What follows belongs to an exercise in optimizing a design on an open flow for small area and a short achievable clock period; a production flow would make more cautious choices.
Only simulation tests tie the RTL to the original design; equivalence was not proved.

==> flow/constraint.sdc <==
create_clock -name core_clock -period 14.0 [get_ports {clk}]
set_input_delay 2.8000 -clock core_clock [delete_from_list [all_inputs] [get_ports {clk}]]
set_output_delay 2.8000 -clock core_clock [all_outputs]
set_load 0.01 [all_outputs]
==> flow/run.sh <==
#!/bin/bash
# synth_recipe.tcl (not shown) runs the flow's synth.tcl, then flattens the netlist and writes it again
# the make line also repeats each setting of config.mk as NAME=value (left out here)
make -C /OpenROAD-flow-scripts/flow DESIGN_CONFIG=/design/flow/config.mk WORK_HOME=/design/flow/orfs CLKGATE_MAP_FILE= SYNTH_SCRIPT=/design/flow/synth_recipe.tcl finish
==> flow/design.v <==
`timescale 1 ns / 1 ns
module Integrator
          (clk,
           reset,
           In,
           Out);
  input   clk;
  input   reset;
  input   signed [21:0] In;
  output  signed [21:0] Out;
  reg  [20:0] x1;
  reg  [20:0] x2;
  reg  [21:0] y1;
  reg  [21:0] y2;
  wire [20:0] x = In[20:0];
  wire fs0, fc0;
  Integrator_fa u_fa0 (.a(1'b1), .b(x1[0]), .c(~x2[1]), .s(fs0), .co(fc0));
  wire fs1, fc1;
  Integrator_fa u_fa1 (.a(x1[1]), .b(~x2[2]), .c(fc0), .s(fs1), .co(fc1));
  wire fs2, fc2;
  Integrator_fa u_fa2 (.a(x1[2]), .b(~x2[3]), .c(fc1), .s(fs2), .co(fc2));
  wire fs3, fc3;
  Integrator_fa u_fa3 (.a(x1[3]), .b(~x2[0]), .c(~x2[4]), .s(fs3), .co(fc3));
  wire fs4, fc4;
  Integrator_fa u_fa4 (.a(fs3), .b(fc2), .c(~x[0]), .s(fs4), .co(fc4));
  wire fs5, fc5;
  Integrator_fa u_fa5 (.a(1'b1), .b(x1[0]), .c(x1[4]), .s(fs5), .co(fc5));
  wire fs6, fc6;
  Integrator_fa u_fa6 (.a(~x2[1]), .b(~x2[5]), .c(fc3), .s(fs6), .co(fc6));
  wire fs7, fc7;
  Integrator_fa u_fa7 (.a(fs5), .b(fs6), .c(~x[1]), .s(fs7), .co(fc7));
  wire fs8, fc8;
  Integrator_fa u_fa8 (.a(~x[5]), .b(fc4), .c(fs7), .s(fs8), .co(fc8));
  wire fs9, fc9;
  Integrator_fa u_fa9 (.a(x1[1]), .b(x1[5]), .c(~x2[2]), .s(fs9), .co(fc9));
  wire fs10, fc10;
  Integrator_fa u_fa10 (.a(~x2[6]), .b(fc5), .c(fs9), .s(fs10), .co(fc10));
  wire fs11, fc11;
  Integrator_fa u_fa11 (.a(fc6), .b(fs10), .c(~x[2]), .s(fs11), .co(fc11));
  wire fs12, fc12;
  Integrator_fa u_fa12 (.a(~x[6]), .b(fc7), .c(fs11), .s(fs12), .co(fc12));
  wire fs13, fc13;
  Integrator_fa u_fa13 (.a(x1[2]), .b(x1[6]), .c(~x2[0]), .s(fs13), .co(fc13));
  wire fs14, fc14;
  Integrator_fa u_fa14 (.a(~x2[3]), .b(~x2[7]), .c(fc9), .s(fs14), .co(fc14));
  wire fs15, fc15;
  Integrator_fa u_fa15 (.a(fs13), .b(fc10), .c(fs14), .s(fs15), .co(fc15));
  wire fs16, fc16;
  Integrator_fa u_fa16 (.a(fs15), .b(~x[0]), .c(~x[3]), .s(fs16), .co(fc16));
  wire fs17, fc17;
  Integrator_fa u_fa17 (.a(~x[7]), .b(fc11), .c(fs16), .s(fs17), .co(fc17));
  wire fs18, fc18;
  Integrator_fa u_fa18 (.a(1'b1), .b(x1[0]), .c(x1[3]), .s(fs18), .co(fc18));
  wire fs19, fc19;
  Integrator_fa u_fa19 (.a(x1[7]), .b(~x2[1]), .c(~x2[4]), .s(fs19), .co(fc19));
  wire fs20, fc20;
  Integrator_fa u_fa20 (.a(~x2[8]), .b(fc13), .c(fs18), .s(fs20), .co(fc20));
  wire fs21, fc21;
  Integrator_fa u_fa21 (.a(fs19), .b(fc14), .c(fs20), .s(fs21), .co(fc21));
  wire fs22, fc22;
  Integrator_fa u_fa22 (.a(fc15), .b(fs21), .c(~x[1]), .s(fs22), .co(fc22));
  wire fs23, fc23;
  Integrator_fa u_fa23 (.a(~x[4]), .b(~x[8]), .c(fc16), .s(fs23), .co(fc23));
  wire fs24, fc24;
  Integrator_fa u_fa24 (.a(fs22), .b(fc17), .c(fs23), .s(fs24), .co(fc24));
  wire fs25, fc25;
  Integrator_fa u_fa25 (.a(x1[1]), .b(x1[4]), .c(x1[8]), .s(fs25), .co(fc25));
  wire fs26, fc26;
  Integrator_fa u_fa26 (.a(x2[0]), .b(~x2[2]), .c(~x2[5]), .s(fs26), .co(fc26));
  wire fs27, fc27;
  Integrator_fa u_fa27 (.a(~x2[9]), .b(fc18), .c(fc19), .s(fs27), .co(fc27));
  wire fs28, fc28;
  Integrator_fa u_fa28 (.a(fs25), .b(fs26), .c(fc20), .s(fs28), .co(fc28));
  wire fs29, fc29;
  Integrator_fa u_fa29 (.a(fs27), .b(fc21), .c(fs28), .s(fs29), .co(fc29));
  wire fs30, fc30;
  Integrator_fa u_fa30 (.a(fs29), .b(x[0]), .c(~x[2]), .s(fs30), .co(fc30));
  wire fs31, fc31;
  Integrator_fa u_fa31 (.a(~x[5]), .b(~x[9]), .c(fc22), .s(fs31), .co(fc31));
  wire fs32, fc32;
  Integrator_fa u_fa32 (.a(fs30), .b(fc23), .c(fs31), .s(fs32), .co(fc32));
  wire fs33, fc33;
  Integrator_fa u_fa33 (.a(x1[0]), .b(x1[2]), .c(x1[5]), .s(fs33), .co(fc33));
  wire fs34, fc34;
  Integrator_fa u_fa34 (.a(x1[9]), .b(x2[1]), .c(~x2[3]), .s(fs34), .co(fc34));
  wire fs35, fc35;
  Integrator_fa u_fa35 (.a(~x2[6]), .b(~x2[10]), .c(fc25), .s(fs35), .co(fc35));
  wire fs36, fc36;
  Integrator_fa u_fa36 (.a(fc26), .b(fs33), .c(fs34), .s(fs36), .co(fc36));
  wire fs37, fc37;
  Integrator_fa u_fa37 (.a(fc27), .b(fs35), .c(fs36), .s(fs37), .co(fc37));
  wire fs38, fc38;
  Integrator_fa u_fa38 (.a(fc28), .b(fs37), .c(fc29), .s(fs38), .co(fc38));
  wire fs39, fc39;
  Integrator_fa u_fa39 (.a(fs38), .b(x[1]), .c(~x[3]), .s(fs39), .co(fc39));
  wire fs40, fc40;
  Integrator_fa u_fa40 (.a(~x[6]), .b(~x[10]), .c(fc30), .s(fs40), .co(fc40));
  wire fs41, fc41;
  Integrator_fa u_fa41 (.a(fs39), .b(fc31), .c(fs40), .s(fs41), .co(fc41));
  wire fs42, fc42;
  Integrator_fa u_fa42 (.a(x1[1]), .b(x1[3]), .c(x1[6]), .s(fs42), .co(fc42));
  wire fs43, fc43;
  Integrator_fa u_fa43 (.a(x1[10]), .b(x2[2]), .c(~x2[4]), .s(fs43), .co(fc43));
  wire fs44, fc44;
  Integrator_fa u_fa44 (.a(~x2[7]), .b(~x2[11]), .c(fc33), .s(fs44), .co(fc44));
  wire fs45, fc45;
  Integrator_fa u_fa45 (.a(fc34), .b(fs42), .c(fs43), .s(fs45), .co(fc45));
  wire fs46, fc46;
  Integrator_fa u_fa46 (.a(fc35), .b(fc36), .c(fs44), .s(fs46), .co(fc46));
  wire fs47, fc47;
  Integrator_fa u_fa47 (.a(fs45), .b(fc37), .c(fs46), .s(fs47), .co(fc47));
  wire fs48, fc48;
  Integrator_fa u_fa48 (.a(fs47), .b(fc38), .c(x[2]), .s(fs48), .co(fc48));
  wire fs49, fc49;
  Integrator_fa u_fa49 (.a(~x[4]), .b(~x[7]), .c(~x[11]), .s(fs49), .co(fc49));
  wire fs50, fc50;
  Integrator_fa u_fa50 (.a(fc39), .b(fs48), .c(fs49), .s(fs50), .co(fc50));
  wire fs51, fc51;
  Integrator_fa u_fa51 (.a(fc40), .b(fs50), .c(fc41), .s(fs51), .co(fc51));
  wire fs52, fc52;
  Integrator_fa u_fa52 (.a(x1[2]), .b(x1[4]), .c(x1[7]), .s(fs52), .co(fc52));
  wire fs53, fc53;
  Integrator_fa u_fa53 (.a(x1[11]), .b(x2[3]), .c(~x2[5]), .s(fs53), .co(fc53));
  wire fs54, fc54;
  Integrator_fa u_fa54 (.a(~x2[8]), .b(~x2[12]), .c(fc42), .s(fs54), .co(fc54));
  wire fs55, fc55;
  Integrator_fa u_fa55 (.a(fc43), .b(fs52), .c(fs53), .s(fs55), .co(fc55));
  wire fs56, fc56;
  Integrator_fa u_fa56 (.a(fc44), .b(fc45), .c(fs54), .s(fs56), .co(fc56));
  wire fs57, fc57;
  Integrator_fa u_fa57 (.a(fs55), .b(fc46), .c(fs56), .s(fs57), .co(fc57));
  wire fs58, fc58;
  Integrator_fa u_fa58 (.a(fc47), .b(fs57), .c(x[3]), .s(fs58), .co(fc58));
  wire fs59, fc59;
  Integrator_fa u_fa59 (.a(~x[5]), .b(~x[8]), .c(~x[12]), .s(fs59), .co(fc59));
  wire fs60, fc60;
  Integrator_fa u_fa60 (.a(fc48), .b(fc49), .c(fs58), .s(fs60), .co(fc60));
  wire fs61, fc61;
  Integrator_fa u_fa61 (.a(fs59), .b(fc50), .c(fs60), .s(fs61), .co(fc61));
  wire fs62, fc62;
  Integrator_fa u_fa62 (.a(x1[3]), .b(x1[5]), .c(x1[8]), .s(fs62), .co(fc62));
  wire fs63, fc63;
  Integrator_fa u_fa63 (.a(x1[12]), .b(x2[4]), .c(~x2[6]), .s(fs63), .co(fc63));
  wire fs64, fc64;
  Integrator_fa u_fa64 (.a(~x2[9]), .b(~x2[13]), .c(fc52), .s(fs64), .co(fc64));
  wire fs65, fc65;
  Integrator_fa u_fa65 (.a(fc53), .b(fs62), .c(fs63), .s(fs65), .co(fc65));
  wire fs66, fc66;
  Integrator_fa u_fa66 (.a(fc54), .b(fc55), .c(fs64), .s(fs66), .co(fc66));
  wire fs67, fc67;
  Integrator_fa u_fa67 (.a(fs65), .b(fc56), .c(fs66), .s(fs67), .co(fc67));
  wire fs68, fc68;
  Integrator_fa u_fa68 (.a(fc57), .b(fs67), .c(x[4]), .s(fs68), .co(fc68));
  wire fs69, fc69;
  Integrator_fa u_fa69 (.a(~x[6]), .b(~x[9]), .c(~x[13]), .s(fs69), .co(fc69));
  wire fs70, fc70;
  Integrator_fa u_fa70 (.a(fc58), .b(fc59), .c(fs68), .s(fs70), .co(fc70));
  wire fs71, fc71;
  Integrator_fa u_fa71 (.a(fs69), .b(fc60), .c(fs70), .s(fs71), .co(fc71));
  wire fs72, fc72;
  Integrator_fa u_fa72 (.a(x1[4]), .b(x1[6]), .c(x1[9]), .s(fs72), .co(fc72));
  wire fs73, fc73;
  Integrator_fa u_fa73 (.a(x1[13]), .b(x2[5]), .c(~x2[7]), .s(fs73), .co(fc73));
  wire fs74, fc74;
  Integrator_fa u_fa74 (.a(~x2[10]), .b(~x2[14]), .c(fc62), .s(fs74), .co(fc74));
  wire fs75, fc75;
  Integrator_fa u_fa75 (.a(fc63), .b(fs72), .c(fs73), .s(fs75), .co(fc75));
  wire fs76, fc76;
  Integrator_fa u_fa76 (.a(fc64), .b(fc65), .c(fs74), .s(fs76), .co(fc76));
  wire fs77, fc77;
  Integrator_fa u_fa77 (.a(fs75), .b(fc66), .c(fs76), .s(fs77), .co(fc77));
  wire fs78, fc78;
  Integrator_fa u_fa78 (.a(fc67), .b(fs77), .c(x[5]), .s(fs78), .co(fc78));
  wire fs79, fc79;
  Integrator_fa u_fa79 (.a(~x[7]), .b(~x[10]), .c(~x[14]), .s(fs79), .co(fc79));
  wire fs80, fc80;
  Integrator_fa u_fa80 (.a(fc68), .b(fc69), .c(fs78), .s(fs80), .co(fc80));
  wire fs81, fc81;
  Integrator_fa u_fa81 (.a(fs79), .b(fc70), .c(fs80), .s(fs81), .co(fc81));
  wire fs82, fc82;
  Integrator_fa u_fa82 (.a(x1[5]), .b(x1[7]), .c(x1[10]), .s(fs82), .co(fc82));
  wire fs83, fc83;
  Integrator_fa u_fa83 (.a(x1[14]), .b(x2[6]), .c(~x2[8]), .s(fs83), .co(fc83));
  wire fs84, fc84;
  Integrator_fa u_fa84 (.a(~x2[11]), .b(~x2[15]), .c(fc72), .s(fs84), .co(fc84));
  wire fs85, fc85;
  Integrator_fa u_fa85 (.a(fc73), .b(fs82), .c(fs83), .s(fs85), .co(fc85));
  wire fs86, fc86;
  Integrator_fa u_fa86 (.a(fc74), .b(fc75), .c(fs84), .s(fs86), .co(fc86));
  wire fs87, fc87;
  Integrator_fa u_fa87 (.a(fs85), .b(fc76), .c(fs86), .s(fs87), .co(fc87));
  wire fs88, fc88;
  Integrator_fa u_fa88 (.a(fc77), .b(fs87), .c(x[6]), .s(fs88), .co(fc88));
  wire fs89, fc89;
  Integrator_fa u_fa89 (.a(~x[8]), .b(~x[11]), .c(~x[15]), .s(fs89), .co(fc89));
  wire fs90, fc90;
  Integrator_fa u_fa90 (.a(fc78), .b(fc79), .c(fs88), .s(fs90), .co(fc90));
  wire fs91, fc91;
  Integrator_fa u_fa91 (.a(fs89), .b(fc80), .c(fs90), .s(fs91), .co(fc91));
  wire fs92, fc92;
  Integrator_fa u_fa92 (.a(x1[6]), .b(x1[8]), .c(x1[11]), .s(fs92), .co(fc92));
  wire fs93, fc93;
  Integrator_fa u_fa93 (.a(x1[15]), .b(x2[7]), .c(~x2[9]), .s(fs93), .co(fc93));
  wire fs94, fc94;
  Integrator_fa u_fa94 (.a(~x2[12]), .b(~x2[16]), .c(fc82), .s(fs94), .co(fc94));
  wire fs95, fc95;
  Integrator_fa u_fa95 (.a(fc83), .b(fs92), .c(fs93), .s(fs95), .co(fc95));
  wire fs96, fc96;
  Integrator_fa u_fa96 (.a(fc84), .b(fc85), .c(fs94), .s(fs96), .co(fc96));
  wire fs97, fc97;
  Integrator_fa u_fa97 (.a(fs95), .b(fc86), .c(fs96), .s(fs97), .co(fc97));
  wire fs98, fc98;
  Integrator_fa u_fa98 (.a(fc87), .b(fs97), .c(x[7]), .s(fs98), .co(fc98));
  wire fs99, fc99;
  Integrator_fa u_fa99 (.a(~x[9]), .b(~x[12]), .c(~x[16]), .s(fs99), .co(fc99));
  wire fs100, fc100;
  Integrator_fa u_fa100 (.a(fc88), .b(fc89), .c(fs98), .s(fs100), .co(fc100));
  wire fs101, fc101;
  Integrator_fa u_fa101 (.a(fs99), .b(fc90), .c(fs100), .s(fs101), .co(fc101));
  wire fs102, fc102;
  Integrator_fa u_fa102 (.a(x1[7]), .b(x1[9]), .c(x1[12]), .s(fs102), .co(fc102));
  wire fs103, fc103;
  Integrator_fa u_fa103 (.a(x1[16]), .b(x2[8]), .c(~x2[10]), .s(fs103), .co(fc103));
  wire fs104, fc104;
  Integrator_fa u_fa104 (.a(~x2[13]), .b(~x2[17]), .c(fc92), .s(fs104), .co(fc104));
  wire fs105, fc105;
  Integrator_fa u_fa105 (.a(fc93), .b(fs102), .c(fs103), .s(fs105), .co(fc105));
  wire fs106, fc106;
  Integrator_fa u_fa106 (.a(fc94), .b(fc95), .c(fs104), .s(fs106), .co(fc106));
  wire fs107, fc107;
  Integrator_fa u_fa107 (.a(fs105), .b(fc96), .c(fs106), .s(fs107), .co(fc107));
  wire fs108, fc108;
  Integrator_fa u_fa108 (.a(fc97), .b(fs107), .c(x[8]), .s(fs108), .co(fc108));
  wire fs109, fc109;
  Integrator_fa u_fa109 (.a(~x[10]), .b(~x[13]), .c(~x[17]), .s(fs109), .co(fc109));
  wire fs110, fc110;
  Integrator_fa u_fa110 (.a(fc98), .b(fc99), .c(fs108), .s(fs110), .co(fc110));
  wire fs111, fc111;
  Integrator_fa u_fa111 (.a(fs109), .b(fc100), .c(fs110), .s(fs111), .co(fc111));
  wire fs112, fc112;
  Integrator_fa u_fa112 (.a(x1[8]), .b(x1[10]), .c(x1[13]), .s(fs112), .co(fc112));
  wire fs113, fc113;
  Integrator_fa u_fa113 (.a(x1[17]), .b(x2[9]), .c(~x2[11]), .s(fs113), .co(fc113));
  wire fs114, fc114;
  Integrator_fa u_fa114 (.a(~x2[14]), .b(~x2[18]), .c(fc102), .s(fs114), .co(fc114));
  wire fs115, fc115;
  Integrator_fa u_fa115 (.a(fc103), .b(fs112), .c(fs113), .s(fs115), .co(fc115));
  wire fs116, fc116;
  Integrator_fa u_fa116 (.a(fc104), .b(fc105), .c(fs114), .s(fs116), .co(fc116));
  wire fs117, fc117;
  Integrator_fa u_fa117 (.a(fs115), .b(fc106), .c(fs116), .s(fs117), .co(fc117));
  wire fs118, fc118;
  Integrator_fa u_fa118 (.a(fc107), .b(fs117), .c(x[9]), .s(fs118), .co(fc118));
  wire fs119, fc119;
  Integrator_fa u_fa119 (.a(~x[11]), .b(~x[14]), .c(~x[18]), .s(fs119), .co(fc119));
  wire fs120, fc120;
  Integrator_fa u_fa120 (.a(fc108), .b(fc109), .c(fs118), .s(fs120), .co(fc120));
  wire fs121, fc121;
  Integrator_fa u_fa121 (.a(fs119), .b(fc110), .c(fs120), .s(fs121), .co(fc121));
  wire fs122, fc122;
  Integrator_fa u_fa122 (.a(x1[9]), .b(x1[11]), .c(x1[14]), .s(fs122), .co(fc122));
  wire fs123, fc123;
  Integrator_fa u_fa123 (.a(x1[18]), .b(x2[10]), .c(~x2[12]), .s(fs123), .co(fc123));
  wire fs124, fc124;
  Integrator_fa u_fa124 (.a(~x2[15]), .b(~x2[19]), .c(fc112), .s(fs124), .co(fc124));
  wire fs125, fc125;
  Integrator_fa u_fa125 (.a(fc113), .b(fs122), .c(fs123), .s(fs125), .co(fc125));
  wire fs126, fc126;
  Integrator_fa u_fa126 (.a(fc114), .b(fc115), .c(fs124), .s(fs126), .co(fc126));
  wire fs127, fc127;
  Integrator_fa u_fa127 (.a(fs125), .b(fc116), .c(fs126), .s(fs127), .co(fc127));
  wire fs128, fc128;
  Integrator_fa u_fa128 (.a(fc117), .b(fs127), .c(x[10]), .s(fs128), .co(fc128));
  wire fs129, fc129;
  Integrator_fa u_fa129 (.a(~x[12]), .b(~x[15]), .c(~x[19]), .s(fs129), .co(fc129));
  wire fs130, fc130;
  Integrator_fa u_fa130 (.a(fc118), .b(fc119), .c(fs128), .s(fs130), .co(fc130));
  wire fs131, fc131;
  Integrator_fa u_fa131 (.a(fs129), .b(fc120), .c(fs130), .s(fs131), .co(fc131));
  wire fs132, fc132;
  Integrator_fa u_fa132 (.a(x1[10]), .b(x1[12]), .c(x1[15]), .s(fs132), .co(fc132));
  wire fs133, fc133;
  Integrator_fa u_fa133 (.a(x1[19]), .b(x2[11]), .c(~x2[13]), .s(fs133), .co(fc133));
  wire fs134, fc134;
  Integrator_fa u_fa134 (.a(~x2[16]), .b(~x2[20]), .c(fc122), .s(fs134), .co(fc134));
  wire fs135, fc135;
  Integrator_fa u_fa135 (.a(fc123), .b(fs132), .c(fs133), .s(fs135), .co(fc135));
  wire fs136, fc136;
  Integrator_fa u_fa136 (.a(fc124), .b(fc125), .c(fs134), .s(fs136), .co(fc136));
  wire fs137, fc137;
  Integrator_fa u_fa137 (.a(fs135), .b(fc126), .c(fs136), .s(fs137), .co(fc137));
  wire fs138, fc138;
  Integrator_fa u_fa138 (.a(fc127), .b(fs137), .c(x[11]), .s(fs138), .co(fc138));
  wire fs139, fc139;
  Integrator_fa u_fa139 (.a(~x[13]), .b(~x[16]), .c(~x[20]), .s(fs139), .co(fc139));
  wire fs140, fc140;
  Integrator_fa u_fa140 (.a(fc128), .b(fc129), .c(fs138), .s(fs140), .co(fc140));
  wire fs141, fc141;
  Integrator_fa u_fa141 (.a(fs139), .b(fc130), .c(fs140), .s(fs141), .co(fc141));
  wire [20:0] ts = {fc131, fc121, fc111, fc101, fc91, fc81, fc71, fc61, fc51, fs51, fc32, fc24, fs24, fc12, fc8, fs8, ~x[4], ~x[3], ~x[2], ~x[1], ~x[0]};
  wire [20:0] tc = {fs141, fs131, fs121, fs111, fs101, fs91, fs81, fs71, fs61, 1'b0, fs41, fs32, 1'b0, fs17, fs12, 1'b0, fs4, fs2, fs1, fs0, ~x2[0]};
  wire [21:0] ra = {y2[21], ts ^ tc ^ y2[20:0]};
  wire [21:0] rb = {(ts & tc) | (ts & y2[20:0]) | (tc & y2[20:0]), 1'b0};
  wire mp0 = ra[0] ^ rb[0];
  wire mg0_0 = ra[0] & rb[0];
  wire mt0_0 = mp0;
  wire mp1 = ra[1] ^ rb[1];
  wire mg1_0 = ra[1] & rb[1];
  wire mt1_0 = mp1;
  wire mp2 = ra[2] ^ rb[2];
  wire mg2_0 = ra[2] & rb[2];
  wire mt2_0 = mp2;
  wire mp3 = ra[3] ^ rb[3];
  wire mg3_0 = ra[3] & rb[3];
  wire mt3_0 = mp3;
  wire mp4 = ra[4] ^ rb[4];
  wire mg4_0 = ra[4] & rb[4];
  wire mt4_0 = mp4;
  wire mp5 = ra[5] ^ rb[5];
  wire mg5_0 = ra[5] & rb[5];
  wire mt5_0 = mp5;
  wire mp6 = ra[6] ^ rb[6];
  wire mg6_0 = ra[6] & rb[6];
  wire mt6_0 = mp6;
  wire mp7 = ra[7] ^ rb[7];
  wire mg7_0 = ra[7] & rb[7];
  wire mt7_0 = mp7;
  wire mp8 = ra[8] ^ rb[8];
  wire mg8_0 = ra[8] & rb[8];
  wire mt8_0 = mp8;
  wire mp9 = ra[9] ^ rb[9];
  wire mg9_0 = ra[9] & rb[9];
  wire mt9_0 = mp9;
  wire mp10 = ra[10] ^ rb[10];
  wire mg10_0 = ra[10] & rb[10];
  wire mt10_0 = mp10;
  wire mp11 = ra[11] ^ rb[11];
  wire mg11_0 = ra[11] & rb[11];
  wire mt11_0 = mp11;
  wire mp12 = ra[12] ^ rb[12];
  wire mg12_0 = ra[12] & rb[12];
  wire mt12_0 = mp12;
  wire mp13 = ra[13] ^ rb[13];
  wire mg13_0 = ra[13] & rb[13];
  wire mt13_0 = mp13;
  wire mp14 = ra[14] ^ rb[14];
  wire mg14_0 = ra[14] & rb[14];
  wire mt14_0 = mp14;
  wire mp15 = ra[15] ^ rb[15];
  wire mg15_0 = ra[15] & rb[15];
  wire mt15_0 = mp15;
  wire mp16 = ra[16] ^ rb[16];
  wire mg16_0 = ra[16] & rb[16];
  wire mt16_0 = mp16;
  wire mp17 = ra[17] ^ rb[17];
  wire mg17_0 = ra[17] & rb[17];
  wire mt17_0 = mp17;
  wire mp18 = ra[18] ^ rb[18];
  wire mg18_0 = ra[18] & rb[18];
  wire mt18_0 = mp18;
  wire mp19 = ra[19] ^ rb[19];
  wire mg19_0 = ra[19] & rb[19];
  wire mt19_0 = mp19;
  wire mp20 = ra[20] ^ rb[20];
  wire mg20_0 = ra[20] & rb[20];
  wire mt20_0 = mp20;
  wire mp21 = ra[21] ^ rb[21];
  wire mg21_0 = ra[21] & rb[21];
  wire mt21_0 = mp21;
  wire mg1_1 = mg1_0 | (mt1_0 & mg0_0);
  wire mt1_1 = mt1_0 & mt0_0;
  wire mg3_1 = mg3_0 | (mt3_0 & mg2_0);
  wire mt3_1 = mt3_0 & mt2_0;
  wire mg5_1 = mg5_0 | (mt5_0 & mg4_0);
  wire mt5_1 = mt5_0 & mt4_0;
  wire mg7_1 = mg7_0 | (mt7_0 & mg6_0);
  wire mt7_1 = mt7_0 & mt6_0;
  wire mg9_1 = mg9_0 | (mt9_0 & mg8_0);
  wire mt9_1 = mt9_0 & mt8_0;
  wire mg11_1 = mg11_0 | (mt11_0 & mg10_0);
  wire mt11_1 = mt11_0 & mt10_0;
  wire mg13_1 = mg13_0 | (mt13_0 & mg12_0);
  wire mt13_1 = mt13_0 & mt12_0;
  wire mg15_1 = mg15_0 | (mt15_0 & mg14_0);
  wire mt15_1 = mt15_0 & mt14_0;
  wire mg17_1 = mg17_0 | (mt17_0 & mg16_0);
  wire mt17_1 = mt17_0 & mt16_0;
  wire mg19_1 = mg19_0 | (mt19_0 & mg18_0);
  wire mt19_1 = mt19_0 & mt18_0;
  wire mg21_1 = mg21_0 | (mt21_0 & mg20_0);
  wire mt21_1 = mt21_0 & mt20_0;
  wire mg2_2 = mg2_0 | (mt2_0 & mg1_1);
  wire mt2_2 = mt2_0 & mt1_1;
  wire mg3_2 = mg3_1 | (mt3_1 & mg1_1);
  wire mt3_2 = mt3_1 & mt1_1;
  wire mg6_2 = mg6_0 | (mt6_0 & mg5_1);
  wire mt6_2 = mt6_0 & mt5_1;
  wire mg7_2 = mg7_1 | (mt7_1 & mg5_1);
  wire mt7_2 = mt7_1 & mt5_1;
  wire mg10_2 = mg10_0 | (mt10_0 & mg9_1);
  wire mt10_2 = mt10_0 & mt9_1;
  wire mg11_2 = mg11_1 | (mt11_1 & mg9_1);
  wire mt11_2 = mt11_1 & mt9_1;
  wire mg14_2 = mg14_0 | (mt14_0 & mg13_1);
  wire mt14_2 = mt14_0 & mt13_1;
  wire mg15_2 = mg15_1 | (mt15_1 & mg13_1);
  wire mt15_2 = mt15_1 & mt13_1;
  wire mg18_2 = mg18_0 | (mt18_0 & mg17_1);
  wire mt18_2 = mt18_0 & mt17_1;
  wire mg19_2 = mg19_1 | (mt19_1 & mg17_1);
  wire mt19_2 = mt19_1 & mt17_1;
  wire mg4_3 = mg4_0 | (mt4_0 & mg3_2);
  wire mt4_3 = mt4_0 & mt3_2;
  wire mg5_3 = mg5_1 | (mt5_1 & mg3_2);
  wire mt5_3 = mt5_1 & mt3_2;
  wire mg6_3 = mg6_2 | (mt6_2 & mg3_2);
  wire mt6_3 = mt6_2 & mt3_2;
  wire mg7_3 = mg7_2 | (mt7_2 & mg3_2);
  wire mt7_3 = mt7_2 & mt3_2;
  wire mg12_3 = mg12_0 | (mt12_0 & mg11_2);
  wire mt12_3 = mt12_0 & mt11_2;
  wire mg13_3 = mg13_1 | (mt13_1 & mg11_2);
  wire mt13_3 = mt13_1 & mt11_2;
  wire mg14_3 = mg14_2 | (mt14_2 & mg11_2);
  wire mt14_3 = mt14_2 & mt11_2;
  wire mg15_3 = mg15_2 | (mt15_2 & mg11_2);
  wire mt15_3 = mt15_2 & mt11_2;
  wire mg20_3 = mg20_0 | (mt20_0 & mg19_2);
  wire mt20_3 = mt20_0 & mt19_2;
  wire mg21_3 = mg21_1 | (mt21_1 & mg19_2);
  wire mt21_3 = mt21_1 & mt19_2;
  wire mg8_4 = mg8_0 | (mt8_0 & mg7_3);
  wire mt8_4 = mt8_0 & mt7_3;
  wire mg9_4 = mg9_1 | (mt9_1 & mg7_3);
  wire mt9_4 = mt9_1 & mt7_3;
  wire mg10_4 = mg10_2 | (mt10_2 & mg7_3);
  wire mt10_4 = mt10_2 & mt7_3;
  wire mg11_4 = mg11_2 | (mt11_2 & mg7_3);
  wire mt11_4 = mt11_2 & mt7_3;
  wire mg12_4 = mg12_3 | (mt12_3 & mg7_3);
  wire mt12_4 = mt12_3 & mt7_3;
  wire mg13_4 = mg13_3 | (mt13_3 & mg7_3);
  wire mt13_4 = mt13_3 & mt7_3;
  wire mg14_4 = mg14_3 | (mt14_3 & mg7_3);
  wire mt14_4 = mt14_3 & mt7_3;
  wire mg15_4 = mg15_3 | (mt15_3 & mg7_3);
  wire mt15_4 = mt15_3 & mt7_3;
  wire mg16_5 = mg16_0 | (mt16_0 & mg15_4);
  wire mt16_5 = mt16_0 & mt15_4;
  wire mg17_5 = mg17_1 | (mt17_1 & mg15_4);
  wire mt17_5 = mt17_1 & mt15_4;
  wire mg18_5 = mg18_2 | (mt18_2 & mg15_4);
  wire mt18_5 = mt18_2 & mt15_4;
  wire mg19_5 = mg19_2 | (mt19_2 & mg15_4);
  wire mt19_5 = mt19_2 & mt15_4;
  wire mg20_5 = mg20_3 | (mt20_3 & mg15_4);
  wire mt20_5 = mt20_3 & mt15_4;
  wire mg21_5 = mg21_3 | (mt21_3 & mg15_4);
  wire mt21_5 = mt21_3 & mt15_4;
  wire kp0 = ts[0] ^ tc[0];
  wire kg0_0 = ts[0] & tc[0];
  wire kt0_0 = kp0;
  wire kp1 = ts[1] ^ tc[1];
  wire kg1_0 = ts[1] & tc[1];
  wire kt1_0 = kp1;
  wire kp2 = ts[2] ^ tc[2];
  wire kg2_0 = ts[2] & tc[2];
  wire kt2_0 = kp2;
  wire kp3 = ts[3] ^ tc[3];
  wire kg3_0 = ts[3] & tc[3];
  wire kt3_0 = kp3;
  wire kp4 = ts[4] ^ tc[4];
  wire kg4_0 = ts[4] & tc[4];
  wire kt4_0 = kp4;
  wire kp5 = ts[5] ^ tc[5];
  wire kg5_0 = ts[5] & tc[5];
  wire kt5_0 = kp5;
  wire kp6 = ts[6] ^ tc[6];
  wire kg6_0 = ts[6] & tc[6];
  wire kt6_0 = kp6;
  wire kp7 = ts[7] ^ tc[7];
  wire kg7_0 = ts[7] & tc[7];
  wire kt7_0 = kp7;
  wire kp8 = ts[8] ^ tc[8];
  wire kg8_0 = ts[8] & tc[8];
  wire kt8_0 = kp8;
  wire kp9 = ts[9] ^ tc[9];
  wire kg9_0 = ts[9] & tc[9];
  wire kt9_0 = kp9;
  wire kp10 = ts[10] ^ tc[10];
  wire kg10_0 = ts[10] & tc[10];
  wire kt10_0 = kp10;
  wire kp11 = ts[11] ^ tc[11];
  wire kg11_0 = ts[11] & tc[11];
  wire kt11_0 = kp11;
  wire kp12 = ts[12] ^ tc[12];
  wire kg12_0 = ts[12] & tc[12];
  wire kt12_0 = kp12;
  wire kp13 = ts[13] ^ tc[13];
  wire kg13_0 = ts[13] & tc[13];
  wire kt13_0 = kp13;
  wire kp14 = ts[14] ^ tc[14];
  wire kg14_0 = ts[14] & tc[14];
  wire kt14_0 = kp14;
  wire kp15 = ts[15] ^ tc[15];
  wire kg15_0 = ts[15] & tc[15];
  wire kt15_0 = kp15;
  wire kp16 = ts[16] ^ tc[16];
  wire kg16_0 = ts[16] & tc[16];
  wire kt16_0 = kp16;
  wire kp17 = ts[17] ^ tc[17];
  wire kg17_0 = ts[17] & tc[17];
  wire kt17_0 = kp17;
  wire kp18 = ts[18] ^ tc[18];
  wire kg18_0 = ts[18] & tc[18];
  wire kt18_0 = kp18;
  wire kp19 = ts[19] ^ tc[19];
  wire kg19_0 = ts[19] & tc[19];
  wire kt19_0 = kp19;
  wire kg1_1 = kg1_0 | (kt1_0 & kg0_0);
  wire kt1_1 = kt1_0 & kt0_0;
  wire kg3_1 = kg3_0 | (kt3_0 & kg2_0);
  wire kt3_1 = kt3_0 & kt2_0;
  wire kg5_1 = kg5_0 | (kt5_0 & kg4_0);
  wire kt5_1 = kt5_0 & kt4_0;
  wire kg7_1 = kg7_0 | (kt7_0 & kg6_0);
  wire kt7_1 = kt7_0 & kt6_0;
  wire kg9_1 = kg9_0 | (kt9_0 & kg8_0);
  wire kt9_1 = kt9_0 & kt8_0;
  wire kg11_1 = kg11_0 | (kt11_0 & kg10_0);
  wire kt11_1 = kt11_0 & kt10_0;
  wire kg13_1 = kg13_0 | (kt13_0 & kg12_0);
  wire kt13_1 = kt13_0 & kt12_0;
  wire kg15_1 = kg15_0 | (kt15_0 & kg14_0);
  wire kt15_1 = kt15_0 & kt14_0;
  wire kg17_1 = kg17_0 | (kt17_0 & kg16_0);
  wire kt17_1 = kt17_0 & kt16_0;
  wire kg19_1 = kg19_0 | (kt19_0 & kg18_0);
  wire kt19_1 = kt19_0 & kt18_0;
  wire kg3_2 = kg3_1 | (kt3_1 & kg1_1);
  wire kt3_2 = kt3_1 & kt1_1;
  wire kg7_2 = kg7_1 | (kt7_1 & kg5_1);
  wire kt7_2 = kt7_1 & kt5_1;
  wire kg11_2 = kg11_1 | (kt11_1 & kg9_1);
  wire kt11_2 = kt11_1 & kt9_1;
  wire kg15_2 = kg15_1 | (kt15_1 & kg13_1);
  wire kt15_2 = kt15_1 & kt13_1;
  wire kg19_2 = kg19_1 | (kt19_1 & kg17_1);
  wire kt19_2 = kt19_1 & kt17_1;
  wire kg7_3 = kg7_2 | (kt7_2 & kg3_2);
  wire kt7_3 = kt7_2 & kt3_2;
  wire kg15_3 = kg15_2 | (kt15_2 & kg11_2);
  wire kt15_3 = kt15_2 & kt11_2;
  wire kg15_4 = kg15_3 | (kt15_3 & kg7_3);
  wire kt15_4 = kt15_3 & kt7_3;
  wire kg11_5 = kg11_2 | (kt11_2 & kg7_3);
  wire kt11_5 = kt11_2 & kt7_3;
  wire kg19_5 = kg19_2 | (kt19_2 & kg15_4);
  wire kt19_5 = kt19_2 & kt15_4;
  wire kg5_6 = kg5_1 | (kt5_1 & kg3_2);
  wire kt5_6 = kt5_1 & kt3_2;
  wire kg9_6 = kg9_1 | (kt9_1 & kg7_3);
  wire kt9_6 = kt9_1 & kt7_3;
  wire kg13_6 = kg13_1 | (kt13_1 & kg11_5);
  wire kt13_6 = kt13_1 & kt11_5;
  wire kg17_6 = kg17_1 | (kt17_1 & kg15_4);
  wire kt17_6 = kt17_1 & kt15_4;
  wire kg2_7 = kg2_0 | (kt2_0 & kg1_1);
  wire kt2_7 = kt2_0 & kt1_1;
  wire kg4_7 = kg4_0 | (kt4_0 & kg3_2);
  wire kt4_7 = kt4_0 & kt3_2;
  wire kg6_7 = kg6_0 | (kt6_0 & kg5_6);
  wire kt6_7 = kt6_0 & kt5_6;
  wire kg8_7 = kg8_0 | (kt8_0 & kg7_3);
  wire kt8_7 = kt8_0 & kt7_3;
  wire kg10_7 = kg10_0 | (kt10_0 & kg9_6);
  wire kt10_7 = kt10_0 & kt9_6;
  wire kg12_7 = kg12_0 | (kt12_0 & kg11_5);
  wire kt12_7 = kt12_0 & kt11_5;
  wire kg14_7 = kg14_0 | (kt14_0 & kg13_6);
  wire kt14_7 = kt14_0 & kt13_6;
  wire kg16_7 = kg16_0 | (kt16_0 & kg15_4);
  wire kt16_7 = kt16_0 & kt15_4;
  wire kg18_7 = kg18_0 | (kt18_0 & kg17_6);
  wire kt18_7 = kt18_0 & kt17_6;
  wire c20 = kg19_5;
  wire flip = (ts[20] ^ tc[20]) | (c20 ^ ts[20]);
  wire [21:0] y = {(mp21 ^ mg20_5) ^ flip, (mp20 ^ mg19_5), (mp19 ^ mg18_5), (mp18 ^ mg17_5), (mp17 ^ mg16_5), (mp16 ^ mg15_4), (mp15 ^ mg14_4), (mp14 ^ mg13_4), (mp13 ^ mg12_4), (mp12 ^ mg11_4), (mp11 ^ mg10_4), (mp10 ^ mg9_4), (mp9 ^ mg8_4), (mp8 ^ mg7_3), (mp7 ^ mg6_3), (mp6 ^ mg5_3), (mp5 ^ mg4_3), (mp4 ^ mg3_2), (mp3 ^ mg2_2), (mp2 ^ mg1_1), (mp1 ^ mg0_0), (mp0)};
  always @(posedge clk or posedge reset) begin
    if (reset) begin
      x1 <= 21'd0;
      x2 <= 21'd0;
      y1 <= 22'd0;
      y2 <= 22'd0;
    end else begin
      x1 <= x;
      x2 <= x1;
      y1 <= y;
      y2 <= y1;
    end
  end
  assign Out = y;
endmodule   
module Integrator_fa (a, b, c, s, co);
  input a, b, c;
  output s, co;
  assign s = a ^ b ^ c;
  assign co = (a & b) | (a & c) | (b & c);
endmodule
==> flow/config.mk <==
export PLATFORM = sky130hd
export DESIGN_NAME = Integrator
export DESIGN_NICKNAME = Integrator
export VERILOG_FILES = /design/flow/design.v
export SDC_FILE = /design/flow/constraint.sdc
export NUM_CORES = 4
export LEC_CHECK = 0
export CAP_MARGIN = 20
export CORE_MARGIN = 2
export CORE_UTILIZATION = 40
export CTS_BUF_LIST = sky130_fd_sc_hd__clkbuf_4 sky130_fd_sc_hd__clkbuf_8
export CTS_CLUSTER_DIAMETER = 100
export CTS_CLUSTER_SIZE = 30
export SETUP_SLACK_MARGIN = 4
export SLEW_MARGIN = 20
export SYNTH_HIERARCHICAL = 1
export SYNTH_MINIMUM_KEEP_SIZE = 0
==> metrics.md, run 1 <==
| Metric | Value |
|---|---|
| Hold path start | `y1[9]` |
| Buffers on Ports | `44` |
| Layout cell share with drive strength beyond 1 | `0.129` |
| Longest Clk Path Bufs | `2` |
| Global-route wire length before repair | `between 20 and 25 mm` |
| Sequential area share after synthesis | `0.313` |
| Final Instance Area | `between 0.007 and 0.008 sq mm` |
| Endpoint class of the critical path | `output pin` |
| GRT Overall Usage | `0.171` |
| Drt first pass iters | `4` |
| FF-to-FF Start | `x1[3]` |
| Hold Slack | `approximately 0.35 ns` |
| Post-Syn Instances | `about 470` |
| Total of max-cap violations | `0` |
| Final hold vios | `0` |
| Global route total overflow | `0` |
| Final-report max-slew violation count | `0` |
| Synth async-reset ratio | `1.00` |
| Clock-pin slew on the worst setup and hold paths | `approximately 0.08 ns` |
| Worst Hold Class | `reg2reg` |
| TritonCTS buffer count | `9` |
| Relative slew slack | `0.531` |
| H-tree Lvls | `3` |
| Worst setup startpoint | `In[4]` |
| Top_reg_cell synth | `dfrtp_1` |
| Final WL | `~14 mm` |
| Die Wd | `approximately 140 um` |
| TritonCTS clock tree | `yes` |
| Mapped cell area | `0.00688 sq mm` |
| Worst-margin pin slew | `slightly above 0.7 ns` |
| RSZ-0062 raised after global routing | `no` |
| Number of synthesized flops with an enable pin | `0` |
| Routed Antenna Nets | `0` |
| Worst path arrival time | `6.97 ns` |
| Kind of critical path | `in2out` |
| Layout net count | `roughly 760` |
| Max Fclk | `102 MHz` |
| Num rows | `between 40 and 50` |
| Final setup vio count | `0` |
| DP HPWL | `about 11 mm` |
| Post-DP Area | `roughly 0.0076 sq mm` |
| 1st-iter DRT viols | `150` |
| Hold endpoint | `y2[9]` |
| Vias in the first global route | `4,370` |
| Yosys warns | `7` |
| Layout area overhead | `15.1%` |
| Die area | `about 0.018 sq mm` |
| Inserted Diodes | `0` |
| Core ar. | `around 0.017 sq mm` |
| TNS Setup | `0 ns` |
| Starting density of the core | `0.412` |
| Worst-Skew Late Latency | `around 0.38 ns` |
| Minimum clock period | `slightly below 10 ns` |
| Flop-to-flop setup slack | `7.68 ns` |
| Die Y-Extent | `about 140 um` |
| Crit path required time | `11.20 ns` |
| Routability cong. | `0.849` |
| Hold-fix buffers, CTS | `0` |
| Worst reg2reg path depth | `18` |
| Mean post-synth cell area | `between 10 and 15 sq um` |
| Status | `finished clean` |
| Crit path max fanout | `4` |
| Clock skew | `between 0.007 and 0.008 ns` |
| Clk root buf | `clkbuf_8` |
| Final period util | `0.698` |
| Io pins | `46` |
| WL/cell | `approximately 18 um` |
| Post-synth cell types | `33` |
| Initial antenna violation count | `0` |
| DR DRC count | `0` |
| Worst Hold Depth | `0` |
| Largest net degree at the start of global routing | `54` |
| Reg2reg end | `y1[20]` |
| Num Clock Sinks | `86` |
| Post-DR vias/cell | `approximately 4.8` |
| Crit start category | `primary input` |
| DR vias | `about 3,600` |
| Fill cell count | `roughly 1,500` |
| FF+latch count, synth | `86` |
-- per-module statistics from Yosys, one instance, submodules excluded --
module	cell area [sq um]	copies in the design
Integrator	4030	1
Integrator_fa	20.0	142
-- area by class of cell --
type                    instances  area (sq um)  share of cell area
inverters                      77           290              0.0367
flip-flops and latches         86          2150               0.272
repair buffers                 52           483              0.0610
well taps                     220           275              0.0348
multi-input cells             302          4530               0.572
clock inverters                 7          58.8             0.00743
clock buffers                   9           124              0.0157
-- metrics by stage --
| step | cells | setup WS (ns) | util |
|---|---|---|---|
| 3_5_place_dp | 730 | 3.13 | 0.455 |
| 4_1_cts | 752 | 4.02 | 0.473 |
| 5_1_grt | 753 | 4.03 | 0.474 |
| 6_report | 753 | 4.23 | 0.474 |
| 2_1_floorplan | 467 | 4.84 | - |
| 3_3_place_gp | 730 | 3.15 | 0.455 |
-- worst max-delay path by stage --
stage          endpoint  slack [ns]  cells after the start
2_1_floorplan   Out[17]        4.84                     14
3_3_place_gp    Out[20]        3.15                     16
3_5_place_dp    Out[20]        3.13                     16
4_1_cts         Out[18]        4.02                     15
5_1_grt         Out[20]        4.03                     16
6_report        Out[13]        4.23                     15
-- cells in the final DEF, fill, tap and decap left out, drive strengths merged --
cell type / instances
ha: 41
nor2: 6
xor2: 6
or2: 1
conb: 3
clkinv: 5
o21ai: 9
a211oi: 1
or3: 1
clkdlybuf4s50: 24
dlygate4sd2: 8
nand3: 4
buf: 10
dfrtp: 86
o21a: 1
and3: 2
a31oi: 1
a2111oi: 1
clkinvlp: 2
nand3b: 1
xnor2: 12
nor2b: 2
o211ai: 2
nand2: 8
a41oi: 1
clkdlybuf4s15: 2
nand2b: 2
nand4: 2
and4: 2
a21oi: 22
fa: 164
a221oi: 1
a31o: 2
clkbuf: 12
dlymetal6s2s: 5
inv: 77
a21o: 4
-- layer usage --
layer	GRT usage	vias up	part of all wire
met3	0.0390	19	0.037
met1	0.233	1974	0.44
met2	0.275	72	0.51
met5	0	-	0
met4	0.0573	0	0.020
li1	-	1552	-
-- what timing repair did --
item | CTS | global route
buffers inserted | 6 | 1
gates resized for setup | 53 | 17
endpoints found under the setup margin | 11 | 8
pin swaps | 4 | 6
-- kinds of logic (layout without fill, tap and decap cells) --
logic type,count (synthesis),count (layout),synth area share
and+or+nand+nor,31,31,0.0233
AOI/OAI and AO/OA,45,45,0.0439
other,1,3,0.000545
buffers and inverters,79,145,0.0442
adders and majority gates,205,205,0.552
xor gates and xnor gates,18,18,0.0229
DFF,86,86,0.313
-- synth_stat cells (all sizes together) (2+ instances only) --
master / instances / area (sq um)
a31o: 2 / 17.5
nand2b: 2 / 12.5
ha: 41 / 513
a21o: 4 / 30.0
nor2b: 2 / 12.5
dfrtp: 86 / 2150
nand2: 8 / 30.0
buf: 2 / 15.0
nor2: 6 / 22.5
o21ai: 9 / 48.8
a21oi: 22 / 118
nand3: 4 / 20.0
inv: 77 / 289
and3: 2 / 12.5
xnor2: 12 / 105
nand4: 2 / 12.5
fa: 164 / 3280
and4: 2 / 17.5
o211ai: 2 / 15.0
xor2: 6 / 52.6
-- flip-flops by register name, indices dropped and copies added (netlist names) --
name,cells
y2,22
x2,21
y1,22
x1,21
-- worst max-delay path: stages --
cell             delay, ns
clkdlybuf4s15_2       0.31
inv_1                 0.16
fa_1                  0.58
fa_1                  0.44
fa_2                  0.58
ha_4                  0.21
ha_4                  0.25
a21oi_1               0.13
o21ai_0               0.12
a31oi_2               0.28
nor2b_2               0.10
buf_4                 0.15
nor2_1                0.14
xnor2_1               0.16
clkdlybuf4s50_1       0.57
==> run 2, diff against run 1 <==
--- a/flow/config.mk
+++ b/flow/config.mk
@@ -13,3 +13,3 @@
 export CTS_CLUSTER_SIZE = 30
-export SETUP_SLACK_MARGIN = 4
+export SETUP_SLACK_MARGIN = 4.5
 export SLEW_MARGIN = 20
==> metrics.md, run 2 <==
| Metric | Value |
|---|---|
| Most common cell in the netlist | `fa_1` |
| Die Wd | `approximately 140 um` |
| Final setup vio count | `0` |
| Commonest non-fill, non-tap cell in the layout | `fa_1` |
| CP max-delay cell | `fa_2` |
| FF-to-FF Start | `x1[0]` |
| Longest Clk Path Bufs | `2` |
| Top_reg_cell synth | `dfrtp_1` |
| Drt first pass iters | `4` |
| Kind of critical path | `in2out` |
| Largest regs | `y1 x22, y2 x22` |
| Reg2reg end | `y1[17]` |
| Post-synth cell types | `33` |
| Mapped cell area | `~0.007 sq mm` |
| Synth area leaders | `fa_1 48%, dfrtp_1 31%, ha_1 7.5%` |
| Die Y-Extent | `~140 um` |
| Relative slew slack | `0.531` |
| Crit path required time | `between 10 and 15 ns` |
| H-tree Lvls | `3` |
| Clock-pin slew on the worst setup and hold paths | `around 0.08 ns` |
| TritonCTS clock tree | `yes` |
| TNS Setup | `0 ns` |
| Clock skew | `about 0.0074 ns` |
| DR vias | `roughly 3,700` |
| Minimum clock period | `roughly 9.5 ns` |
| WL/cell | `roughly 18 um` |
| Hold Slack | `0.354 ns` |
| 1st-iter DRT viols | `114` |
| Yosys warns | `7` |
| Hold-fix buffers, CTS | `0` |
| Hold endpoint | `y2[9]` |
| Core Util, Final | `0.499` |
| Crit path max-delay family | `adder cells` |
| Worst-Skew Late Latency | `~0.38 ns` |
| Post-DP Area | `0.00759 sq mm` |
| TritonCTS buffer count | `9` |
| Levels on crit path | `17` |
| Global-route wire length before repair | `about 23 mm` |
| Io pins | `46` |
| Synth async-reset ratio | `1.00` |
| Layout net count | `roughly 800` |
| Core ar. | `around 0.017 sq mm` |
| Post-DR vias/cell | `approximately 4.8` |
| Post-Syn Instances | `between 400 and 500` |
| Routability cong. | `0.849` |
| Largest net degree at the start of global routing | `between 50 and 60` |
| Cell chain of the critical path | `buf_12 > inv_8 > fa_2 > fa_1 > fa_2 > fa_2 > ha_4 > ha_4 > and4_4 > a31oi_4 > buf_6 > buf_6 > o21ai_4 > a31o_4 > a21oi_2 > xnor2_2 > buf_2` |
| Buffers on Ports | `between 40 and 50` |
| FF+latch count, synth | `86` |
| Worst path arrival time | `6.71 ns` |
| Mean post-synth cell area | `around 15 sq um` |
| Global route total overflow | `0` |
| DR DRC count | `0` |
| Final WL | `around 14 mm` |
| Clk root buf | `clkbuf_8` |
| Number of synthesized flops with an enable pin | `0` |
| DP HPWL | `11.5 mm` |
| Inserted Diodes | `0` |
| Die area | `about 0.018 sq mm` |
| Total of max-cap violations | `0` |
| Hold path start | `y1[9]` |
| Layout area overhead | `21.3%` |
| Routed Antenna Nets | `0` |
| Largest area contributor in the synthesized netlist | `fa_1` |
| Final-report max-slew violation count | `0` |
| Yosys top cell area share | `0.478` |
| Sequential area share after synthesis | `0.313` |
| Worst Hold Class | `reg2reg` |
| Endpoint class of the critical path | `output pin` |
| WP buf/inv | `5` |
| RSZ-0062 raised after global routing | `yes` |
| Final Instance Area | `0.00834 sq mm` |
| Most frequent cells in the layout | `145 x fa_1, 78 x dfrtp_1, 56 x inv_1` |
| Largest stage delay on the critical path | `about 0.58 ns` |
| Final period util | `0.679` |
| Flop-to-flop setup slack | `roughly 7.8 ns` |
| Layout cell share with drive strength beyond 1 | `0.278` |
| Num Clock Sinks | `86` |
| GRT Overall Usage | `0.173` |
| Starting density of the core | `0.412` |
| Most frequent CP cell | `fa_2` |
| Num rows | `47` |
| Worst-margin pin slew | `between 0.7 and 0.8 ns` |
| Crit path max fanout | `4` |
| Final hold vios | `0` |
| Vias in the first global route | `4,404` |
| Status | `finished clean` |
| Crit start category | `primary input` |
| Initial antenna violation count | `0` |
| Most common library cells after synthesis | `164 x fa_1, 86 x dfrtp_1, 77 x inv_1` |
| Worst reg2reg path depth | `18` |
| Worst Hold Depth | `0` |
| Max Fclk | `~110 MHz` |
==> run 2: cell families (layout without fill, tap and decap cells) <==
logic type	Yosys count	in the layout	share of synthesized area
compound gates	45	45	0.0439
xor+xnor	18	18	0.0229
fa+ha+maj	205	205	0.552
buf+inv	79	169	0.0442
flops	86	86	0.313
other cells	1	3	0.000545
simple gates	31	31	0.0233
==> run 2: repair_timing <==
item	in CTS	in global routing
gates cloned	0	0
endpoints found under the hold margin	0	0
pin swaps	23	39
resized for setup	120	75
setup endpoints to repair	14	13
buffers inserted	9	22
==> run 2: final cells by class <==
| class | instances | area (sq um) |
|---|---|---|
| well taps | 220 | 275 |
| clock inverters | 7 | 58.8 |
| clock buffers | 9 | 124 |
| repair buffers | 76 | 634 |
| inverters | 77 | 305 |
| fillers | 1443 | 8360 |
| multi-input cells | 302 | 4780 |
| flip-flops and latches | 86 | 2160 |
==> run 2: how the worst max path moves through the flow <==
stage | startpoint | to
5_1_grt | In[1] | Out[20]
6_report | In[2] | Out[20]
3_5_place_dp | In[2] | Out[20]
3_3_place_gp | In[2] | Out[20]
4_1_cts | In[2] | Out[20]
2_1_floorplan | In[1] | Out[17]
==> run 2: modules after synthesis, one instance, submodules excluded <==
module | area (sq um) | flip-flops and latches | cells
Integrator | 4030 | 86 | 323
Integrator_fa | 20.0 | 0 | 1
==> run 2: layer usage <==
metal,vias up,track usage,share of wire
met5,-,0,0
met4,0,0.0573,0.021
met3,22,0.0390,0.037
met2,74,0.278,0.51
met1,2026,0.234,0.43
li1,1605,-,-
==> run 2: per-stage QoR <==
| stage | worst slack [ns] | instances |
|---|---|---|
| final | 4.49 | 777 |
| after global routing | 4.36 | 777 |
| after CTS | 4.40 | 755 |
| after detailed placement | 3.13 | 730 |
| after global placement | 3.15 | 730 |
| after floorplan | 4.84 | 467 |
==> run 3, diff against run 2 <==
==> flow/flow/run.sh (new file) <==
#!/bin/bash
# Layout flow: the standard synthesis and ORFS layout (standard.sh), with
# one change: the input and output ports get plain buffer cells
# (buffer_ports -buffer_cell) instead of the delay cells buffer_ports picks by
# itself.  Each step's full output goes to a log file here.
set -euo pipefail
export BUFFER_PORTS_ARGS="-buffer_cell sky130_fd_sc_hd__buf_2"
bash standard.sh synth > run_synth.log 2>&1
bash standard.sh > run_layout.log 2>&1
==> flow/standard.sh (new file) <==
#!/bin/bash
# synth_recipe.tcl (not shown) runs the flow's synth.tcl, then flattens the netlist and writes it again
# the make line also repeats each setting of config.mk as NAME=value (left out here)
make -C /OpenROAD-flow-scripts/flow DESIGN_CONFIG=/design/flow/config.mk WORK_HOME=/design/flow/orfs CLKGATE_MAP_FILE= SYNTH_SCRIPT=/design/flow/synth_recipe.tcl "${@:-finish}"
removed: flow/run.sh
==> metrics.md, run 3 <==
| Metric | Value |
|---|---|
| Crit path required time | `about 11 ns` |
| Die Y-Extent | `approximately 140 um` |
| Post-DR vias/cell | `4.90` |
| RSZ-0062 raised after global routing | `yes` |
| Finished Layout Cells | `~760` |
| Worst Hold Class | `reg2reg` |
| Worst setup startpoint | `In[2]` |
| Final hold vios | `0` |
| Top_reg_cell synth | `dfrtp_1` |
| Cell chain of the critical path | `buf_6 > inv_2 > fa_2 > fa_1 > fa_2 > fa_2 > ha_4 > ha_4 > and4_1 > a31oi_2 > buf_6 > nor2b_4 > a21oi_2 > fa_2 > inv_2 > buf_6` |
| Largest net degree at the start of global routing | `between 60 and 70` |
| Most frequent CP cell | `fa_2` |
| Hold-fix buffers, CTS | `0` |
| Xor/xnor cell area share of the yosys netlist | `0.0229` |
| Commonest non-fill, non-tap cell in the layout | `fa_1` |
| Flop-to-flop setup slack | `7.82 ns` |
| Layout cell share with drive strength beyond 1 | `0.248` |
| Layout area overhead | `16.2%` |
| Relative slew slack | `0.465` |
| Yosys warns | `7` |
| WP buf/inv | `5` |
| TritonCTS buffer count | `9` |
| Largest area contributor in the synthesized netlist | `fa_1` |
| Starting density of the core | `0.412` |
| Global-route wire length before repair | `22.8 mm` |
| Mapped cell area | `roughly 0.007 sq mm` |
| H-tree Lvls | `3` |
| 1st-iter DRT viols | `165` |
| Die Wd | `about 140 um` |
| DP HPWL | `between 10 and 15 mm` |
| Synth Area in Simple Gates | `0.0233` |
| Synth async-reset ratio | `1.00` |
| Crit path max-delay family | `adder cells` |
| Layout net count | `768` |
| Largest family of logic cells by synthesized area | `adder cells` |
| GRT Overall Usage | `0.171` |
| Worst-Skew Late Latency | `a little under 0.4 ns` |
| Cells after DPL | `730` |
| Most common library cells after synthesis | `164 x fa_1, 86 x dfrtp_1, 77 x inv_1` |
| Largest regs | `y1 x22, y2 x22` |
| Reg2reg end | `y1[16]` |
| Most frequent cells in the layout | `151 x fa_1, 80 x dfrtp_1, 65 x inv_1` |
| Hold Slack | `0.353 ns` |
| FF-to-FF Start | `x1[0]` |
| WL/cell | `between 15 and 20 um` |
| Initial antenna violation count | `0` |
| Longest Clk Path Bufs | `2` |
| Io pins | `46` |
| TritonCTS clock tree | `yes` |
| Drt first pass iters | `4` |
| Post-synth cell types | `33` |
| Die area | `roughly 0.018 sq mm` |
| Adder-Cell Fraction of Synth Area | `0.552` |
| Clock skew | `about 0.012 ns` |
| CP max-delay cell | `fa_2` |
| Most common cell in the netlist | `fa_1` |
| Status | `finished clean` |
| Number of synthesized flops with an enable pin | `0` |
| Crit start category | `primary input` |
| Fill cell count | `approximately 1,500` |
| Total of max-cap violations | `0` |
| Num Clock Sinks | `86` |
| Routability cong. | `0.860` |
| Mean post-synth cell area | `~15 sq um` |
| Num rows | `47` |
| Crit path capture | `Out[16]` |
| FF+latch count, synth | `86` |
| TNS Setup | `0 ns` |
| Global route total overflow | `0` |
| Vias in the first global route | `4,409` |
| Final period util | `0.676` |
| Largest stage delay on the critical path | `0.58 ns` |
| Clock-pin slew on the worst setup and hold paths | `0.08 ns` |
| Worst-margin pin slew | `~0.80 ns` |
| Core ar. | `about 0.017 sq mm` |
| Minimum clock period | `~9.5 ns` |
| Post-Syn Instances | `between 400 and 500` |
| Sequential area share after synthesis | `0.313` |
| Yosys top cell area share | `0.478` |
| Final-report max-slew violation count | `0` |
| Endpoint class of the critical path | `output pin` |
| Buffers on Ports | `44` |
| Routed Antenna Nets | `0` |
| DR vias | `between 3,000 and 4,000` |
| Levels on crit path | `16` |
| Max Fclk | `between 100 and 150 MHz` |
| Worst path arrival time | `between 6 and 7 ns` |
| Crit path max fanout | `4` |
| Final WL | `approximately 14 mm` |
| Worst reg2reg path depth | `17` |
| Inserted Diodes | `0` |
| Synth Area in Compound Gates | `0.0439` |
| Kind of critical path | `in2out` |
| Clk root buf | `clkbuf_8` |
| Synth area leaders | `fa_1 48%, dfrtp_1 31%, ha_1 7.5%` |
| Post-synthesis mux area share | `0` |
| Final setup vio count | `0` |
| DR DRC count | `0` |
[run 3: cell count changes in the layout (fill, tap and decap cells not counted), sizes merged, moves of 4 or more]
cell	previous run	this run
dlygate4sd2	4	0
dlymetal6s2s	5	0
clkdlybuf4s50	15	0
inv	77	72
buf	44	63
clkbuf	16	11
[run 3: per-module statistics from Yosys (local to each module, per instance)]
module / cell area (sq um) / cells
Integrator_fa: 20.0 / 1
Integrator: 4030 / 323
[run 3: how the worst min path moves through the flow]
stage / to / depth (start not counted) / start
5_1_grt: y2[10] / 0 / y1[10]
3_5_place_dp: y2[18] / 0 / y1[18]
3_3_place_gp: y2[20] / 0 / y1[20]
6_report: y2[7] / 0 / y1[7]
4_1_cts: y2[0] / 0 / y1[0]
2_1_floorplan: x2[20] / 0 / x1[20]
[run 3: metal layers]
layer,vias up,GRT usage,wire length (um)
met4,0,0.0660,369
met1,2036,0.233,6000
met2,88,0.272,6950
li1,1588,-,-
met5,-,0,0
met3,28,0.0334,538
[run 3: cell type report]
type                    instances  area, sq um  share of cell area
flip-flops and latches         86         2160               0.270
multi-input cells             302         4610               0.577
clock inverters                 5          108              0.0135
repair buffers                 63          393              0.0492
clock buffers                  11          139              0.0174
well taps                     220          275              0.0345
inverters                      77          308              0.0385
[run 3: worst register-to-register path, stage by stage, from the launching register on]
cell	delay, ns
dfrtp_2	0.44
fa_1	0.53
fa_1	0.43
fa_1	0.40
fa_1	0.42
fa_1	0.47
fa_1	0.48
fa_1	0.52
fa_2	0.60
ha_4	0.22
ha_4	0.29
and4_1	0.20
a31oi_2	0.10
buf_6	0.16
nor2b_4	0.14
a21oi_2	0.09
fa_2	0.58
inv_2	0.04
[run 3: logic make-up (layout without fill, tap and decap cells)]
kind of cell | count (synthesis) | in the layout
other | 1 | 3
buffers and inverters | 79 | 156
AND/OR/NAND/NOR | 31 | 31
XOR/XNOR | 18 | 18
AO/OA/AOI/OAI | 45 | 45
adder cells (fa/ha/maj) | 205 | 205
flip-flops | 86 | 86
[run 3: stage by stage]
step	area [sq um]	util	worst slack, ns
final	7990	0.478	4.54
after CTS	7820	0.468	4.50
after global placement	7370	0.441	4.12
after floorplan	6880	-	4.84
after detailed placement	7370	0.441	4.06
after global routing	7990	0.478	4.41
[run 3: timing repair]
action | 4_1_cts | 5_1_grt
resized for setup | 36 | 25
setup buffers | 9 | 9
setup endpoints to repair | 9 | 7
pin swaps | 10 | 16
==> run 4, diff against run 3 <==
--- a/flow/config.mk
+++ b/flow/config.mk
@@ -13,3 +13,3 @@
 export CTS_CLUSTER_SIZE = 30
-export SETUP_SLACK_MARGIN = 4.5
+export SETUP_SLACK_MARGIN = 4
 export SLEW_MARGIN = 20
==> metrics.md, run 4 <==
| Metric | Value |
|---|---|
| Most frequent CP cell | `fa_1` |
| TNS Setup | `0 ns` |
| Cell chain of the critical path | `buf_2 > inv_2 > fa_1 > fa_1 > fa_1 > fa_1 > ha_1 > ha_4 > a21oi_1 > o21ai_0 > a31oi_2 > o21ai_2 > a31o_2 > a21oi_1 > xnor2_1 > buf_2` |
| Mapped cell area | `about 0.0069 sq mm` |
| Inserted Diodes | `0` |
| Routed Antenna Nets | `0` |
| Num Clock Sinks | `86` |
| Total of max-cap violations | `0` |
| Top_reg_cell synth | `dfrtp_1` |
| FF-to-FF Start | `x1[3]` |
| Crit start category | `primary input` |
| Status | `finished clean` |
| Number of synthesized flops with an enable pin | `0` |
| Die Wd | `135 um` |
| Worst Hold Depth | `0` |
| Global route total overflow | `0` |
| Crit path required time | `approximately 11 ns` |
| Core ar. | `about 0.017 sq mm` |
| Hold path start | `y1[7]` |
| 1st-iter DRT viols | `173` |
| Post-DR vias/cell | `between 4 and 5` |
| Io pins | `46` |
| Layout cell share with drive strength beyond 1 | `0.144` |
| Relative slew slack | `0.463` |
| Drt first pass iters | `4` |
| Buffers on Ports | `between 40 and 50` |
| Final setup vio count | `0` |
| Worst reg2reg path depth | `17` |
| Fill cell count | `1,504` |
| TritonCTS buffer count | `9` |
| Sequential area share after synthesis | `0.313` |
| DP HPWL | `roughly 12 mm` |
| Routability cong. | `roughly 0.86` |
| Post-synth cell types | `33` |
| Reg2reg end | `y1[20]` |
| Final WL | `around 13 mm` |
| Flop-to-flop setup slack | `about 7.7 ns` |
| Most frequent cells in the layout | `164 x fa_1, 86 x dfrtp_1, 75 x inv_1` |
| Crit path max fanout | `4` |
| Die area | `between 0.015 and 0.02 sq mm` |
| Crit path max-delay family | `adder cells` |
| CP max-delay cell | `fa_1` |
| Final period util | `0.696` |
| Worst path arrival time | `approximately 7 ns` |
| Minimum clock period | `9.75 ns` |
| Worst setup startpoint | `In[2]` |
| Worst-Skew Late Latency | `0.39 ns` |
| Worst Hold Class | `reg2reg` |
| Commonest non-fill, non-tap cell in the layout | `fa_1` |
| Vias in the first global route | `4,353` |
| RSZ-0062 raised after global routing | `no` |
| Final-report max-slew violation count | `0` |
| GRT Overall Usage | `0.169` |
| Clk root buf | `clkbuf_8` |
| WL/cell | `18.0 um` |
| Largest stage delay on the critical path | `~0.5 ns` |
| Yosys top cell area share | `0.478` |
| Largest regs | `y1 x22, y2 x22` |
| Clock skew | `about 0.015 ns` |
| Most common cell in the netlist | `fa_1` |
| Most common library cells after synthesis | `164 x fa_1, 86 x dfrtp_1, 77 x inv_1` |
| Hold endpoint | `y2[7]` |
| Num rows | `47` |
| DR vias | `around 3,600` |
| Layout area overhead | `11.2%` |
| WP buf/inv | `3` |
| TritonCTS clock tree | `yes` |
| Longest Clk Path Bufs | `2` |
| Global-route wire length before repair | `approximately 22 mm` |
| Synth async-reset ratio | `1.00` |
| Initial antenna violation count | `0` |
| Kind of critical path | `in2out` |
| Max Fclk | `around 100 MHz` |
| Largest area contributor in the synthesized netlist | `fa_1` |
| Final hold vios | `0` |
| Layout net count | `751` |
| FF+latch count, synth | `86` |
| Clock-pin slew on the worst setup and hold paths | `roughly 0.080 ns` |
| Worst-margin pin slew | `slightly above 0.8 ns` |
| Largest net degree at the start of global routing | `about 60` |
| Post-Syn Instances | `approximately 470` |
| Yosys warns | `7` |
| DR DRC count | `0` |
| Endpoint class of the critical path | `output pin` |
| Synth area leaders | `fa_1 48%, dfrtp_1 31%, ha_1 7.5%` |
| H-tree Lvls | `3` |
| Die Y-Extent | `between 100 and 150 um` |
| Mean post-synth cell area | `14.8 sq um` |
| Starting density of the core | `0.412` |
[run 4: cell counts after synthesis]
Identical to the previous run, type by type.
[run 4: kinds of logic after synthesis]
family | after synthesis | synth area share
simple gates | 31 | 0.0233
other cells | 1 | 0.000545
xor+xnor | 18 | 0.0229
buf+inv | 79 | 0.0442
flops | 86 | 0.313
compound gates | 45 | 0.0439
fa+ha+maj | 205 | 0.552
[run 4: metrics by stage]
step                 util  cells  area [sq um]  setup slack (ns)  hold WS [ns]
floorplan               -    467          6880              4.84         0.331
global placement    0.441    730          7370              4.12         0.335
detailed placement  0.441    730          7370              4.06         0.335
CTS                 0.456    746          7620              4.04         0.357
global route        0.458    747          7650              4.04         0.361
finish              0.458    747          7650              4.25         0.354
[run 4: area by class of cell]
class | instances | area, sq um | area share
well taps | 220 | 275 | 0.0360
repair buffers | 46 | 235 | 0.0308
inverters | 77 | 290 | 0.0380
clock inverters | 5 | 108 | 0.0141
multi-input cells | 302 | 4450 | 0.582
flip-flops and latches | 86 | 2150 | 0.281
clock buffers | 11 | 139 | 0.0182
[run 4: worst max path at each step]
| stage | endpoint | depth (start not counted) | slack (ns) |
|---|---|---|---|
| after global placement | Out[20] | 16 | 4.12 |
| final | Out[20] | 16 | 4.25 |
| after floorplan | Out[17] | 14 | 4.84 |
| after global routing | Out[20] | 16 | 4.04 |
| after detailed placement | Out[20] | 16 | 4.06 |
| after CTS | Out[20] | 16 | 4.04 |
[run 4: per-module statistics from Yosys (local to each module, per instance)]
| module | cells inside | cell area [sq um] | flip-flops and latches |
|---|---|---|---|
| Integrator | 323 | 4030 | 86 |
| Integrator_fa | 1 | 20.0 | 0 |
[run 4: timing repair]
item	CTS	global route
endpoints found under the setup margin	0	6
setup buffers	0	1
endpoints found under the hold margin	0	0
gates resized for setup	0	5
hold buffers	0	0
[run 4: routing by layer]
metal,vias to the layer above,global-route usage,part of all wire
li1,1548,-,-
met1,2003,0.235,0.45
met2,56,0.265,0.50
met3,23,0.0323,0.029
met4,0,0.0654,0.023
met5,-,0,0

re-timing with driven ports:
Ports are ideal in the flow. The routed layouts listed here were re-timed in OpenROAD.
Step 1 assumes that a clkbuf_16 drives the clock port and a buf_2 every other input.
Step 2 moves the port delays by t, midway between the first and last clock arrival at a register: inputs arrive t later, outputs are due t later. That takes back most of the time a late clock gives input paths.
Three values: ideal ports, drivers, drivers and shift; two values: the first two.
| run | shift t [ns] | slack for setup (ns) | worst data-port slew with drivers (ns) | cell pins on the clock port's net |
|---|---|---|---|---|
| run 1 | 0.410 | 4.226 / 4.201 / 4.201 | 0.04 | 1 |
| run 2 | 0.411 | 4.493 / 4.425 / 4.425 | 0.07 | 1 |
| run 3 | 0.420 | 4.538 / 4.486 / 4.486 | 0.05 | 1 |
| run 4 | 0.422 | 4.249 / 4.229 / 4.229 | 0.03 | 1 |
After both steps every run listed still meets setup and hold. For run 2, which loses most, drivers alone change the setup slack by -0.068 ns; drivers and shift together by -0.068 ns.
